Background: an optimization exercise with open tools, aiming at small area and a short achievable clock period. Do not read the settings as production practice.
In this exercise RTL edits were held to simulation tests only and were not proved equivalent to the original.
No activity file was given, so power comes from the tool's default toggle rates.

$ cat flow/design.v
`timescale 1ns/1ps
`default_nettype none
module convenc (
  input  wire clk,
  input  wire rst_n,
  input  wire in_valid,
  input  wire bit_in,
  output reg  out_valid,
  output reg  y0,
  output reg  y1
);
  reg d1, d0;
  always @(posedge clk or negedge rst_n) begin
    if (!rst_n) begin
      d1 <= 1'b0;
      d0 <= 1'b0;
      y0 <= 1'b0;
      y1 <= 1'b0;
      out_valid <= 1'b0;
    end else begin
      out_valid <= in_valid;
      if (in_valid) begin
        y0 <= bit_in ^ d1 ^ d0;
        y1 <= bit_in ^ d0;
        d0 <= d1;
        d1 <= bit_in;
      end
    end
  end
endmodule
`default_nettype wire
`timescale 1ns/1ps
/*verilator lint_off DECLFILENAME*/
module viterbi_decoder_7_5
(
    input              clk,
    input              rst,           
    input              sym_valid,
    input      [1:0]   rx_sym,        
    output             bit_valid,     
    output reg         bit_out,
    output             early          
);
    localparam integer SW = 6;
    localparam integer OW = SW + 6;
    reg  [SW-1:0] st;
    reg  [5:0]    cnt;                
    reg  [31:2]   sv0, sv1, sv2, sv3;
    wire [4*OW-1:0] tab;
    acs_table u_tab (.s(st), .o(tab));
    wire [OW-1:0] a     = tab[rx_sym*OW +: OW];
    wire [SW-1:0] st_nx = a[OW-1:6];
    wire [3:0]    dec   = a[5:2];
    wire [3:0] bit_c;
    genvar r;
    generate
        for (r = 0; r < 4; r = r + 1) begin : g_sym
            wire [1:0] sel = tab[r*OW +: 2];
            assign bit_c[r] = (sel == 2'd0) ? sv0[30] : (sel == 2'd1) ? sv1[30] :
                              (sel == 2'd2) ? sv2[30] : sv3[30];
        end
    endgenerate
    assign bit_valid = cnt[5];
    assign early     = ~cnt[5] & ~cnt[4] & (~cnt[3] | (~cnt[2] & ~cnt[1]));
    always @(posedge clk) begin
        if (rst)
            st <= {SW{1'b0}};
        else if (sym_valid)
            st <= st_nx;
        if (rst)
            cnt <= 6'd0;
        else if (sym_valid && !cnt[5])
            cnt <= cnt + 6'd1;
        if (sym_valid) begin
            sv0 <= {~(dec[0] ? sv2[30:2] : sv0[30:2]), dec[0]};
            sv1 <= {~(dec[1] ? sv2[30:2] : sv0[30:2]), dec[1]};
            sv2 <= {~(dec[2] ? sv3[30:2] : sv1[30:2]), dec[2]};
            sv3 <= {~(dec[3] ? sv3[30:2] : sv1[30:2]), dec[3]};
            bit_out <= bit_c[rx_sym];    
        end
    end
endmodule
module acs_table (
    input      [5:0] s,
    output reg [47:0] o    
);
    always @(*) begin
        case (s)
            6'd0: o = {6'd3, 4'b0000, 2'd0, 6'd2, 4'b1000, 2'd0, 6'd2, 4'b0100, 2'd0, 6'd1, 4'b0000, 2'd0};
            6'd1: o = {6'd7, 4'b0000, 2'd0, 6'd6, 4'b0000, 2'd0, 6'd5, 4'b0000, 2'd0, 6'd4, 4'b0000, 2'd0};
            6'd2: o = {6'd11, 4'b0000, 2'd0, 6'd10, 4'b0000, 2'd1, 6'd9, 4'b0000, 2'd1, 6'd8, 4'b0000, 2'd0};
            6'd3: o = {6'd15, 4'b0000, 2'd1, 6'd14, 4'b0000, 2'd1, 6'd13, 4'b0000, 2'd1, 6'd12, 4'b0000, 2'd1};
            6'd4: o = {6'd7, 4'b0000, 2'd0, 6'd6, 4'b1000, 2'd0, 6'd5, 4'b0100, 2'd0, 6'd4, 4'b0000, 2'd0};
            6'd5: o = {6'd11, 4'b0000, 2'd0, 6'd17, 4'b1000, 2'd1, 6'd16, 4'b0100, 2'd1, 6'd8, 4'b0000, 2'd0};
            6'd6: o = {6'd19, 4'b0001, 2'd0, 6'd10, 4'b0000, 2'd1, 6'd9, 4'b0000, 2'd1, 6'd18, 4'b0010, 2'd0};
            6'd7: o = {6'd21, 4'b0001, 2'd1, 6'd14, 4'b0000, 2'd1, 6'd13, 4'b0000, 2'd1, 6'd20, 4'b0010, 2'd1};
            6'd8: o = {6'd25, 4'b1101, 2'd0, 6'd24, 4'b1000, 2'd0, 6'd23, 4'b0100, 2'd0, 6'd22, 4'b1110, 2'd0};
            6'd9: o = {6'd29, 4'b1101, 2'd0, 6'd28, 4'b1000, 2'd3, 6'd27, 4'b0100, 2'd3, 6'd26, 4'b1110, 2'd0};
            6'd10: o = {6'd22, 4'b0001, 2'd2, 6'd23, 4'b1011, 2'd2, 6'd24, 4'b0111, 2'd2, 6'd25, 4'b0010, 2'd2};
            6'd11: o = {6'd26, 4'b0001, 2'd2, 6'd27, 4'b1011, 2'd1, 6'd28, 4'b0111, 2'd1, 6'd29, 4'b0010, 2'd2};
            6'd12: o = {6'd18, 4'b1101, 2'd2, 6'd9, 4'b1111, 2'd3, 6'd10, 4'b1111, 2'd3, 6'd19, 4'b1110, 2'd2};
            6'd13: o = {6'd20, 4'b1101, 2'd3, 6'd13, 4'b1111, 2'd3, 6'd14, 4'b1111, 2'd3, 6'd21, 4'b1110, 2'd3};
            6'd14: o = {6'd4, 4'b1111, 2'd2, 6'd5, 4'b1011, 2'd2, 6'd6, 4'b0111, 2'd2, 6'd7, 4'b1111, 2'd2};
            6'd15: o = {6'd8, 4'b1111, 2'd2, 6'd16, 4'b1011, 2'd3, 6'd17, 4'b0111, 2'd3, 6'd11, 4'b1111, 2'd2};
            6'd16: o = {6'd30, 4'b1101, 2'd2, 6'd28, 4'b1000, 2'd3, 6'd27, 4'b0100, 2'd3, 6'd30, 4'b1110, 2'd0};
            6'd17: o = {6'd22, 4'b0001, 2'd2, 6'd30, 4'b1011, 2'd2, 6'd30, 4'b0111, 2'd2, 6'd25, 4'b0010, 2'd2};
            6'd18: o = {6'd25, 4'b0001, 2'd0, 6'd30, 4'b1000, 2'd0, 6'd30, 4'b0100, 2'd0, 6'd22, 4'b0010, 2'd0};
            6'd19: o = {6'd30, 4'b0001, 2'd2, 6'd27, 4'b1000, 2'd1, 6'd28, 4'b0100, 2'd1, 6'd30, 4'b0010, 2'd0};
            6'd20: o = {6'd18, 4'b1101, 2'd2, 6'd9, 4'b1011, 2'd3, 6'd10, 4'b0111, 2'd3, 6'd19, 4'b1110, 2'd2};
            6'd21: o = {6'd8, 4'b1101, 2'd2, 6'd16, 4'b1011, 2'd3, 6'd17, 4'b0111, 2'd3, 6'd11, 4'b1110, 2'd2};
            6'd22: o = {6'd32, 4'b0000, 2'd0, 6'd23, 4'b1000, 2'd0, 6'd24, 4'b0100, 2'd0, 6'd31, 4'b0000, 2'd0};
            6'd23: o = {6'd33, 4'b0001, 2'd2, 6'd17, 4'b1000, 2'd1, 6'd16, 4'b0100, 2'd1, 6'd33, 4'b0010, 2'd0};
            6'd24: o = {6'd19, 4'b0001, 2'd0, 6'd34, 4'b1000, 2'd1, 6'd34, 4'b0100, 2'd3, 6'd18, 4'b0010, 2'd0};
            6'd25: o = {6'd29, 4'b0001, 2'd0, 6'd36, 4'b0000, 2'd1, 6'd35, 4'b0000, 2'd1, 6'd26, 4'b0010, 2'd0};
            6'd26: o = {6'd33, 4'b1101, 2'd2, 6'd16, 4'b1000, 2'd3, 6'd17, 4'b0100, 2'd3, 6'd33, 4'b1110, 2'd0};
            6'd27: o = {6'd31, 4'b1101, 2'd2, 6'd24, 4'b1011, 2'd2, 6'd23, 4'b0111, 2'd2, 6'd32, 4'b1110, 2'd2};
            6'd28: o = {6'd26, 4'b1101, 2'd2, 6'd35, 4'b1011, 2'd3, 6'd36, 4'b0111, 2'd3, 6'd29, 4'b1110, 2'd2};
            6'd29: o = {6'd18, 4'b0001, 2'd2, 6'd34, 4'b1011, 2'd1, 6'd34, 4'b0111, 2'd3, 6'd19, 4'b0010, 2'd2};
            6'd30: o = {6'd33, 4'b0001, 2'd2, 6'd34, 4'b1000, 2'd1, 6'd34, 4'b0100, 2'd3, 6'd33, 4'b0010, 2'd0};
            6'd31: o = {6'd7, 4'b0000, 2'd0, 6'd33, 4'b1000, 2'd0, 6'd33, 4'b0100, 2'd0, 6'd4, 4'b0000, 2'd0};
            6'd32: o = {6'd34, 4'b0001, 2'd1, 6'd14, 4'b0000, 2'd1, 6'd13, 4'b0000, 2'd1, 6'd34, 4'b0010, 2'd1};
            6'd33: o = {6'd19, 4'b0001, 2'd0, 6'd17, 4'b1000, 2'd1, 6'd16, 4'b0100, 2'd1, 6'd18, 4'b0010, 2'd0};
            6'd34: o = {6'd18, 4'b1101, 2'd2, 6'd16, 4'b1011, 2'd3, 6'd17, 4'b0111, 2'd3, 6'd19, 4'b1110, 2'd2};
            6'd35: o = {6'd34, 4'b1101, 2'd3, 6'd13, 4'b1000, 2'd3, 6'd14, 4'b0100, 2'd3, 6'd34, 4'b1110, 2'd3};
            6'd36: o = {6'd4, 4'b0001, 2'd2, 6'd33, 4'b1011, 2'd2, 6'd33, 4'b0111, 2'd2, 6'd7, 4'b0010, 2'd2};
            default: o = {48{1'b0}};
        endcase
    end
endmodule
`timescale 1ns/1ps
`default_nettype none
module ber_tester (
    input  wire       clk,
    input  wire       rst,
    input  wire       ref_in,
    input  wire       advance,
    input  wire       early,        
    input  wire       dec_valid,    
    input  wire       dec_bit,
    output reg        done,
    output reg  [3:0] bits_compared,
    output reg  [3:0] bit_errors
);
    reg [9:0] q;
    always @(posedge clk) begin
        if (advance && (early || dec_valid))
            q <= {ref_in, q[9:1]};
        if (rst) begin
            bits_compared <= 4'd0;
            bit_errors    <= 4'd0;
            done          <= 1'b0;
        end else if (dec_valid && !done) begin
            if (q[0] ^ dec_bit)
                bit_errors <= bit_errors + 4'd1;
            bits_compared <= bits_compared + 4'd1;
            if (bits_compared == 4'd9)
                done <= 1'b1;
        end
    end
endmodule
`default_nettype wire
`timescale 1ns/1ps
`default_nettype none
module top_cv (
    input  wire clk,
    input  wire enc_rst_n,
    input  wire enc_in_valid,
    input  wire enc_bit_in,
    output wire enc_out_valid,
    output wire enc_y0,
    output wire enc_y1,
    input  wire       dec_rst,
    input  wire       dec_sym_valid,
    input  wire [1:0] dec_rx_sym,
    output wire       dec_bit_valid,
    output wire       dec_bit_out,
    output wire        ber_done,
    output wire [31:0] ber_bits,
    output wire [31:0] ber_errs
);
    convenc u_enc (
        .clk       (clk),
        .rst_n     (enc_rst_n),
        .in_valid  (enc_in_valid),
        .bit_in    (enc_bit_in),
        .out_valid (enc_out_valid),
        .y0        (enc_y0),
        .y1        (enc_y1)
    );
    wire early;
    viterbi_decoder_7_5 u_dec (
        .clk       (clk),
        .rst       (dec_rst),
        .sym_valid (dec_sym_valid),
        .rx_sym    (dec_rx_sym),
        .bit_valid (dec_bit_valid),
        .bit_out   (dec_bit_out),
        .early     (early)
    );
    reg  [3:0] pay_cnt;
    wire       pay_full = pay_cnt[3] & pay_cnt[1];
    always @(posedge clk or negedge enc_rst_n) begin
        if (!enc_rst_n)
            pay_cnt <= 4'd0;
        else if (enc_in_valid && !pay_full)
            pay_cnt <= pay_cnt + 4'd1;
    end
    wire [3:0] bits4, errs4;
    ber_tester u_ber (
        .clk           (clk),
        .rst           (dec_rst),
        .ref_in        (enc_in_valid & enc_bit_in & ~pay_full),
        .advance       (dec_sym_valid),
        .early         (early),
        .dec_valid     (dec_bit_valid),
        .dec_bit       (dec_bit_out),
        .done          (ber_done),
        .bits_compared (bits4),
        .bit_errors    (errs4)
    );
    assign ber_bits = {28'd0, bits4};
    assign ber_errs = {28'd0, errs4};
endmodule
`default_nettype wire
$ cat flow/flow/run.sh
#!/bin/bash
# Layout flow: the standard flow (standard.sh, with the standard
# synthesis) with three changes:
#  - after floorplanning, half/full adder cells with an unused output are
#    replaced by the plain gate for the output that is used (fix_adders.tcl);
#  - clock tree synthesis inserts no dummy loads;
#  - ports are buffered with buf_2 cells rather than the default choice.
# Each tool's output goes to the ORFS logs under orfs/logs; make's own
# output goes to standard.log here.
set -euo pipefail
here=$(pwd)
export POST_FLOORPLAN_TCL="$here/flow/fix_adders.tcl"
export CTS_ARGS="-sink_clustering_enable -repair_clock_nets -dont_use_dummy_load -buf_list sky130_fd_sc_hd__clkbuf_8 -root_buf sky130_fd_sc_hd__clkbuf_8"
export BUFFER_PORTS_ARGS="-buffer_cell sky130_fd_sc_hd__buf_2"
export SETUP_SLACK_MARGIN=8.5
bash standard.sh > "$here/standard.log" 2>&1
$ cat flow/flow/fix_adders.tcl
# Half and full adder cells that synthesis left with one output unused are
# replaced by the plain gate for the output that is used (an unused cell
# output is a driver without parasitics, and the plain gate is smaller).
set block [ord::get_db_block]
set db [ord::get_db]

proc net_used {it} {
  set n [$it getNet]
  if {$n == "NULL" || $n == ""} { return 0 }
  return [expr {[llength [$n getITerms]] + [llength [$n getBTerms]] > 1}]
}

set k 0
foreach inst [$block getInsts] {
  set m [[$inst getMaster] getName]
  if {[regexp {^sky130_fd_sc_hd__(ha|fa)_\d+$} $m -> kind] == 0} { continue }
  set sum [$inst findITerm SUM]
  set cout [$inst findITerm COUT]
  set su [net_used $sum]
  set cu [net_used $cout]
  if {$su && $cu} { continue }
  set ins {}
  foreach p [expr {$kind eq "ha" ? {A B} : {A B CIN}}] {
    lappend ins [[$inst findITerm $p] getNet]
  }
  set out ""
  if {$su} {
    set cell [expr {$kind eq "ha" ? "sky130_fd_sc_hd__xor2_1" : "sky130_fd_sc_hd__xor3_1"}]
    set out [$sum getNet]
  } elseif {$cu} {
    set cell [expr {$kind eq "ha" ? "sky130_fd_sc_hd__and2_1" : "sky130_fd_sc_hd__maj3_1"}]
    set out [$cout getNet]
  }
  set name [$inst getName]
  foreach it [$inst getITerms] { $it disconnect }
  odb::dbInst_destroy $inst
  incr k
  if {$out eq ""} { continue }
  set new [odb::dbInst_create $block [$db findMaster $cell] "${name}_g"]
  set pins [expr {$kind eq "ha" ? {A B} : {A B C}}]
  foreach p $pins n $ins { [$new findITerm $p] connect $n }
  [$new findITerm X] connect $out
}
puts "fix_adders: replaced $k adder cells"
$ cat flow/standard.sh
#!/bin/bash
# synth_recipe.tcl (not shown) runs the flow's synth.tcl, then flattens the netlist and writes it again
# the make line also repeats each setting of config.mk as NAME=value (left out here)
make -C /OpenROAD-flow-scripts/flow DESIGN_CONFIG=/design/flow/config.mk WORK_HOME=/design/flow/orfs CLKGATE_MAP_FILE= SYNTH_SCRIPT=/design/flow/synth_recipe.tcl "${@:-finish}"
$ cat flow/config.mk
export PLATFORM = sky130hd
export DESIGN_NAME = top_cv
export DESIGN_NICKNAME = top_cv
export VERILOG_FILES = /design/flow/design.v
export SDC_FILE = /design/flow/constraint.sdc
export NUM_CORES = 4
export LEC_CHECK = 0
export CAP_MARGIN = 20
export CORE_MARGIN = 2
export CORE_UTILIZATION = 40
export SLEW_MARGIN = 20
export SYNTH_HIERARCHICAL = 1
$ cat flow/constraint.sdc
create_clock -name core_clock -period 12.0 [get_ports {clk}]
set_input_delay 2.4000 -clock core_clock [delete_from_list [all_inputs] [get_ports {clk}]]
set_output_delay 2.4000 -clock core_clock [all_outputs]
set_load 0.01 [all_outputs]
==> results.py, run 1 <==
metrics = {
    "routing": {
        "first_iter_violations": 614,
        "drc": 0,
        "wl_per_cell_um": 18.8,
        "num_vias": 5762,
        "drtPass1Iterations": 7,
        "ant_nets": 0,
        "wl_um": 18700,
        "viasPerCell": 5.77,
    },
    "grt": {
        "grt_pass1_vias": 5542,
        "grt_max_degree": 82,
        "gr-total-overflow": 0,
        "grt_antenna_before_repair": 0,
        "grt_use_total": 0.157,
        "grt_pass1_wl_um": 29400,
    },
    "logic_synthesis": {
        "async_flop_share": 0.0573,
        "synth_area_um2": 8840,
        "yosys_warnings": 11,
        "synth_cells": 727,
        "synth_largest_area_cell": "edfxtp_1",
        "yosysUniqueCellTypes": 69,
        "ys_seq_elements": 157,
        "synthTopCellsByArea": "edfxtp_1, mux2i_1, buf_4",
        "synth-edff-count": 127,
        "ys.flop_type": "edfxtp_1",
        "seq_area_frac_synth": 0.504,
        "synth.avg_cell_area_um2": 12.2,
        "yosysTopAreaCellShare": 0.431,
    },
    "sta": {
        "tns_ns": 0,
        "setup_viol": 0,
        "clock-skew-final_ns": 0.0265,
        "fin_crit_sh": 0.287,
        "hold_slack_ns": 0.428,
        "max_freq_mhz": 290,
        "timing.final.max_slew_violations": 0,
        "worst_slew_pin_slew_ns": 1.04,
        "hold_viol_final": 0,
        "max-slew-margin-rel": 0.302,
        "rsz0062_at_grt": "false",
        "finalCriticalPeriod_ns": 3.44,
    },
    "clocking": {
        "cts.sinks": 157,
        "cts_tree": "done",
        "ctsHtreeMaxLevel": 4,
        "cts_buffers": 17,
        "cts_buffer_depth": 2,
        "ctsHoldBuffers": 0,
        "insertion_delay_ns": 0.43,
        "path_clk_slew_ns": 0.08,
        "cts_root_buffer": "clkbuf_8",
    },
    "die": {
        "num_rows": 54,
        "fp.dieArea_um2": 23300,
        "die_w_um": 153,
        "io_pins": 78,
        "core_area_um2": 21800,
        "start_util": 0.406,
        "die_h_um": 153,
    },
    "pwr": {
        "ir_drop_uv": 83.5,
        "p_leak_nw": 3.17,
        "power.density_nw_per_um2": 184,
        "p_total_mw": 1.69,
    },
    "min_path": {
        "hold_class": "register to register",
        "worstHoldPathCells": 0,
    },
    "setup_path": {
        "worstPathRequired_ns": 12.14,
        "end_kind": "register",
        "critical_path_class": "input pin to register",
        "arrival_ns": 3.59,
        "r2r_cells": 10,
        "path_max_fanout": 15,
        "crit_path_start_kind": "input pin",
    },
    "final_layout": {
        "fin_cells": 999,
        "antennaDiodeCount": 0,
        "fillers": 2036,
        "final_nets": 742,
        "mostFrequentLayoutCells": "mux2i_1, edfxtp_1, conb_1",
        "syn2layout_area_growth_pct": 3.96,
        "layout-drive-gt1-share": 0.127,
    },
    "placement": {
        "dp_hpwl_um": 10900,
        "portBuffers": 21,
        "post-place-cells": 968,
        "routabilityCongestion": 0.876,
    },
    "job": {
        "timing.max_cap.violations": 0,
    },
    "run_status": {
        "status": "complete, no violations",
    },
}
cell families (layout without fill, tap and decap cells):
| kind of cell | after synthesis | count (layout) | share of synthesized area |
|---|---|---|---|
| flip-flops | 157 | 157 | 0.504 |
| XOR/XNOR | 9 | 9 | 0.0115 |
| adder cells (fa/ha/maj) | 13 | 5 | 0.0184 |
| AO/OA/AOI/OAI | 146 | 146 | 0.106 |
| AND/OR/NAND/NOR | 122 | 130 | 0.0713 |
| buffers and inverters | 135 | 68 | 0.104 |
| other | 1 | 56 | 0.000424 |
| multiplexers | 144 | 148 | 0.184 |
state kept, by name (all words and copies together), names as in the netlist:
register and count:
pay_cnt 4, u_ber.bit_errors 4, u_ber.bits_compared 4, u_ber.done 1, u_ber.q 10, u_dec.bit_out 1
u_dec.cnt 6, u_dec.st 6, u_dec.sv0 29, u_dec.sv1 29, u_dec.sv2 29, u_dec.sv3 29
u_enc.d0 1, u_enc.d1 1, u_enc.out_valid 1, u_enc.y0 1, u_enc.y1 1
power by group:
part	switching [mW]	internal [mW]	leakage [nW]
clock network	0.163	0.125	0.122
logic	0.350	0.273	1.54
registers	0.0600	0.723	1.52
path summary, 6_finish.rpt:
| kind | start | end | slack [ns] |
|---|---|---|---|
| min in group asynchronous | enc_rst_n | u_enc.y1 | 1.80 |
| min reg2reg | u_ber.q[6] | u_ber.q[5] | 0.43 |
| max | dec_rx_sym[0] | u_dec.sv3[17] | 8.56 |
| min | u_ber.q[6] | u_ber.q[5] | 0.43 |
| max in group asynchronous | enc_rst_n | u_enc.d0 | 10.00 |
| max reg2reg | u_dec.st[1] | u_dec.sv3[17] | 8.69 |
area by class of cell:
cell class              count  area [um2]  share of cell area
repair buffers             37         365              0.0397
flip-flops and latches    157        4470               0.486
well taps                 280         350              0.0381
inverters                  14        56.3             0.00612
multi-input cells         494        3720               0.405
clock buffers              17         234              0.0254
layer usage:
metal  GRT usage  routed length, um  up-vias
met5           0                  0        -
met3      0.0361               1180       31
met1       0.206               8030     2894
li1            -                  -     2584
met4      0.0692                316        0
met2       0.250               9210      253
worst max-delay path, cell delays in order:
cell	delay, ns
buf_12	0.16
mux4_4	0.68
buf_12	0.19
mux2i_1	0.13
synth_stat cells (4+ instances only):
master	n
nand2b_1	18
o221ai_1	4
buf_4	79
clkbuf_1	10
nor2b_1	7
nand3b_1	5
nand3_1	9
dfrtp_1	9
o21ai_0	38
mux4_2	14
buf_6	11
a221oi_1	5
nand2_1	26
nor3_1	7
xnor2_1	5
o22ai_1	8
inv_1	14
nor2_1	29
dfxtp_1	21
mux2i_1	127
o211ai_1	5
o21ai_1	4
o31ai_1	4
ha_1	13
a21boi_0	4
a21oi_1	41
edfxtp_1	127
buf_2	19
Yosys stat by module, one instance, submodules excluded:
module	copies in the design	cell area [um2]	flip-flops and latches
acs_table	1	1730	0
ber_tester	1	726	19
convenc	1	204	5
top_cv	1	618	4
viterbi_decoder_7_5	1	5570	129
repair_timing:
item / CTS / global route
endpoints found under the setup margin: 198 / 118
setup buffers: 4 / 6
resized for setup: 13 / 8
gates cloned: 4 / 0
through the flow:
stage / setup WS (ns) / utilization / cell area (um2)
after global routing: 8.53 / 0.423 / 9190
after CTS: 8.53 / 0.417 / 9080
after global placement: 7.66 / 0.397 / 8640
after detailed placement: 7.63 / 0.397 / 8640
final: 8.56 / 0.423 / 9190
after floorplan: 8.30 / - / 9080
==> inputs of run 2 (changes only) <==
--- a/flow/flow/run.sh
+++ b/flow/flow/run.sh
@@ -13,4 +13,4 @@
 export CTS_ARGS="-sink_clustering_enable -repair_clock_nets -dont_use_dummy_load -buf_list sky130_fd_sc_hd__clkbuf_8 -root_buf sky130_fd_sc_hd__clkbuf_8"
 export BUFFER_PORTS_ARGS="-buffer_cell sky130_fd_sc_hd__buf_2"
-export SETUP_SLACK_MARGIN=8.5
+export SETUP_SLACK_MARGIN=8.8
 bash standard.sh > "$here/standard.log" 2>&1
==> run 2 against run 1 <==
  * Global-route usage increased by 0.23 points
  * Sequential cell count unchanged
  * Synthesized area unchanged
  * Total power increased by 2.0%
  * Clock skew decreased by 0.0020 ns
  * First-iteration DRC count increased by 16%
  * Via count increased by 0.75%
  * Utilization increased by 2.0 points
  * Hold slack got worse by 0.021 ns
  * Critical path type unchanged
  * Critical endpoint is now u_dec.sv0[15]
  * Largest power group unchanged
==> results.py, run 2 <==
metrics = {
    "setup_path": {
        "r2r_setup_slack_ns": 8.71,
        "critical_path_class": "input pin to register",
        "crit_path_start_kind": "input pin",
        "path_max_fanout": 15,
        "worstPathRequired_ns": 12.15,
        "arrival_ns": 3.60,
        "r2r_cells": 10,
        "end_kind": "register",
    },
    "sta": {
        "hold_slack_ns": 0.406,
        "clock-skew-final_ns": 0.0245,
        "fin_ws_ns": 8.56,
        "max_freq_mhz": 290,
        "worst_slew_pin_slew_ns": 1.01,
        "max-slew-margin-rel": 0.328,
        "setup_viol": 0,
        "fin_crit_sh": 0.287,
        "tns_ns": 0,
        "rsz0062_at_grt": "true",
        "hold_viol_final": 0,
        "finalCriticalPeriod_ns": 3.44,
        "timing.final.max_slew_violations": 0,
    },
    "logic_synthesis": {
        "async_flop_share": 0.0573,
        "yosysUniqueCellTypes": 69,
        "synth.avg_cell_area_um2": 12.2,
        "seq_area_frac_synth": 0.504,
        "ys.flop_type": "edfxtp_1",
        "synth_compound_area_frac": 0.106,
        "synth_cells": 727,
        "yosys_warnings": 11,
        "synthAdderAreaFrac": 0.0184,
        "ys_seq_elements": 157,
        "synth_top_family_by_area": "multiplexers",
        "synth_xor_area_frac": 0.0115,
        "synth_area_um2": 8840,
        "synth-simple-area-share": 0.0713,
        "synth_largest_area_cell": "edfxtp_1",
        "synthTopCellsByArea": "edfxtp_1, mux2i_1, buf_4",
        "yosysTopAreaCellShare": 0.431,
        "synth_mux_area_frac": 0.184,
        "synth-edff-count": 127,
        "synthTopCellsByCount": "edfxtp_1, mux2i_1, buf_4, a21oi_1, o21ai_0",
    },
    "clocking": {
        "cts_tree": "done",
        "path_clk_slew_ns": 0.08,
        "cts_buffer_depth": 2,
        "cts_root_buffer": "clkbuf_8",
        "ctsHtreeMaxLevel": 4,
        "cts.sinks": 157,
        "insertion_delay_ns": 0.42,
        "cts_buffers": 17,
        "ctsHoldBuffers": 0,
    },
    "final_layout": {
        "layout-drive-gt1-share": 0.182,
        "antennaDiodeCount": 0,
        "final_common_cell": "edfxtp_1",
        "fillers": 2000,
        "final_nets": 772,
        "mostFrequentLayoutCells": "edfxtp_1, mux2i_1, conb_1",
        "syn2layout_area_growth_pct": 8.80,
    },
    "die": {
        "io_pins": 78,
        "core_area_um2": 21800,
        "die_w_um": 153,
        "start_util": 0.406,
        "die_h_um": 153,
        "fp.dieArea_um2": 23300,
        "num_rows": 54,
    },
    "grt": {
        "grt_max_degree": 72,
        "global_route.usage.met2": 0.263,
        "busiest_layer": "met2",
        "grt_pass1_vias": 5417,
        "use_met3": 0.0353,
        "grt_use_total": 0.159,
        "grt_antenna_before_repair": 0,
        "gr-total-overflow": 0,
        "grt_pass1_wl_um": 29700,
        "grtUsageMet1": 0.212,
    },
    "pwr": {
        "power.density_nw_per_um2": 179,
        "p_leak_nw": 3.38,
        "ir_drop_uv": 81.4,
    },
    "routing": {
        "num_vias": 5805,
        "wl_um": 19000,
        "viasPerCell": 5.64,
        "first_iter_violations": 711,
        "wl_per_cell_um": 18.5,
        "drtPass1Iterations": 5,
        "drc": 0,
        "ant_nets": 0,
    },
    "run_status": {
        "status": "complete, no violations",
    },
    "placement": {
        "dp_hpwl_um": 10600,
        "routabilityCongestion": 0.877,
        "portBuffers": 21,
        "pre_cts_ws_ns": 7.63,
    },
    "min_path": {
        "hold_class": "register to register",
        "worstHoldPathCells": 0,
    },
    "job": {
        "timing.max_cap.violations": 0,
    },
}
run 2: changes by cell type in the layout (fill, tap and decap cells not counted), moves of 2 or more:
cell     before  now
buf_6         2   21
buf_4         7   25
buf_2        18    7
dfxtp_1      17    8
dfxtp_2       3   11
buf_16        0    2
mux2i_1     127  125
run 2: layer usage:
metal | part of all wire | wire length [um]
met1 | 0.42 | 8060
met2 | 0.50 | 9520
met3 | 0.058 | 1110
met4 | 0.017 | 318
met5 | 0 | 0
run 2: per-stage QoR:
stage / total power, mW / instances / util / cell area, um2
after floorplan: 1.27 / 782 / - / 9100
after global placement: 1.33 / 968 / 0.397 / 8640
after detailed placement: 1.34 / 968 / 0.397 / 8640
after CTS: 1.72 / 1020 / 0.437 / 9520
after global routing: 1.82 / 1029 / 0.442 / 9620
final: 1.73 / 1029 / 0.442 / 9620
run 2: per-module statistics from Yosys (local to each module, per instance):
module | cells | cell area (um2) | flip-flops and latches
convenc | 12 | 204 | 5
viterbi_decoder_7_5 | 310 | 5570 | 129
top_cv | 70 | 618 | 4
acs_table | 279 | 1730 | 0
ber_tester | 56 | 726 | 19
run 2: worst paths after layout:
check	endpoint	from
max in group asynchronous	pay_cnt[0]	enc_rst_n
min	u_ber.q[8]	u_ber.q[9]
max reg2reg	u_dec.sv3[23]	u_dec.st[1]
max	u_dec.sv0[15]	dec_rx_sym[0]
min in group asynchronous	u_enc.out_valid	enc_rst_n
min reg2reg	u_ber.q[8]	u_ber.q[9]
run 2: logic make-up after synthesis:
logic type      after synthesis
flops                       157
fa+ha+maj                    13
buf+inv                     135
other cells                   1
mux                         144
simple gates                122
xor+xnor                      9
compound gates              146
run 2: area by class of cell:
type | count | area (um2) | area share
timing repair buffer | 67 | 749 | 0.0779
multi-input combinational | 494 | 3750 | 0.390
inverter | 14 | 56.3 | 0.00585
sequential | 157 | 4480 | 0.466
tap | 280 | 350 | 0.0364
clock buffer | 17 | 234 | 0.0243
run 2: critical path: stages:
cell,delay (ns)
buf_16,0.10
buf_4,0.12
mux4_4,0.64
buf_12,0.20
mux2i_1,0.13
run 2: timing repair:
| action | 4_1_cts | 5_1_grt |
|---|---|---|
| hold endpoints to repair | 0 | 0 |
| resized for setup | 54 | 11 |
| setup buffers | 30 | 9 |
| gates cloned | 5 | 0 |
| pin swaps | 0 | 1 |
| endpoints found under the setup margin | 215 | 130 |
run 2: power breakdown:
part	leakage, nW	internal [mW]	total (mW)	switching [mW]
clock network	0.122	0.125	0.286	0.161
logic	1.74	0.300	0.658	0.358
registers	1.52	0.723	0.783	0.0600

==> afterwards: timing with drivers on the ports <==
The flow's constraints put no driver on any port. The routed layouts listed below were extracted and timed again, unchanged, in two steps.
Step 1: set_driving_cell puts a clkbuf_16 on clk and a buf_2 on each other input, an assumption about the parent block.
Step 2, shift: input delay + t, output delay - t, t = (earliest + latest rising clock arrival at the registers) / 2. This alone moves slack from input paths to output paths.
Slacks: ideal / step 1 / step 2; pairs: ideal / step 1.
| run | t (ns) | setup slack, ns | worst data-port slew with drivers (ns) |
|---|---|---|---|
| run 1 | 0.451 | 8.555 / 8.519 / 8.068 | 0.07 |
| run 2 | 0.449 | 8.556 / 8.505 / 8.056 | 0.08 |
After both steps setup and hold are still met in every run listed. The setup slack of run 2, which loses most, moves by -0.051 ns with the drivers and by -0.500 ns with both steps.
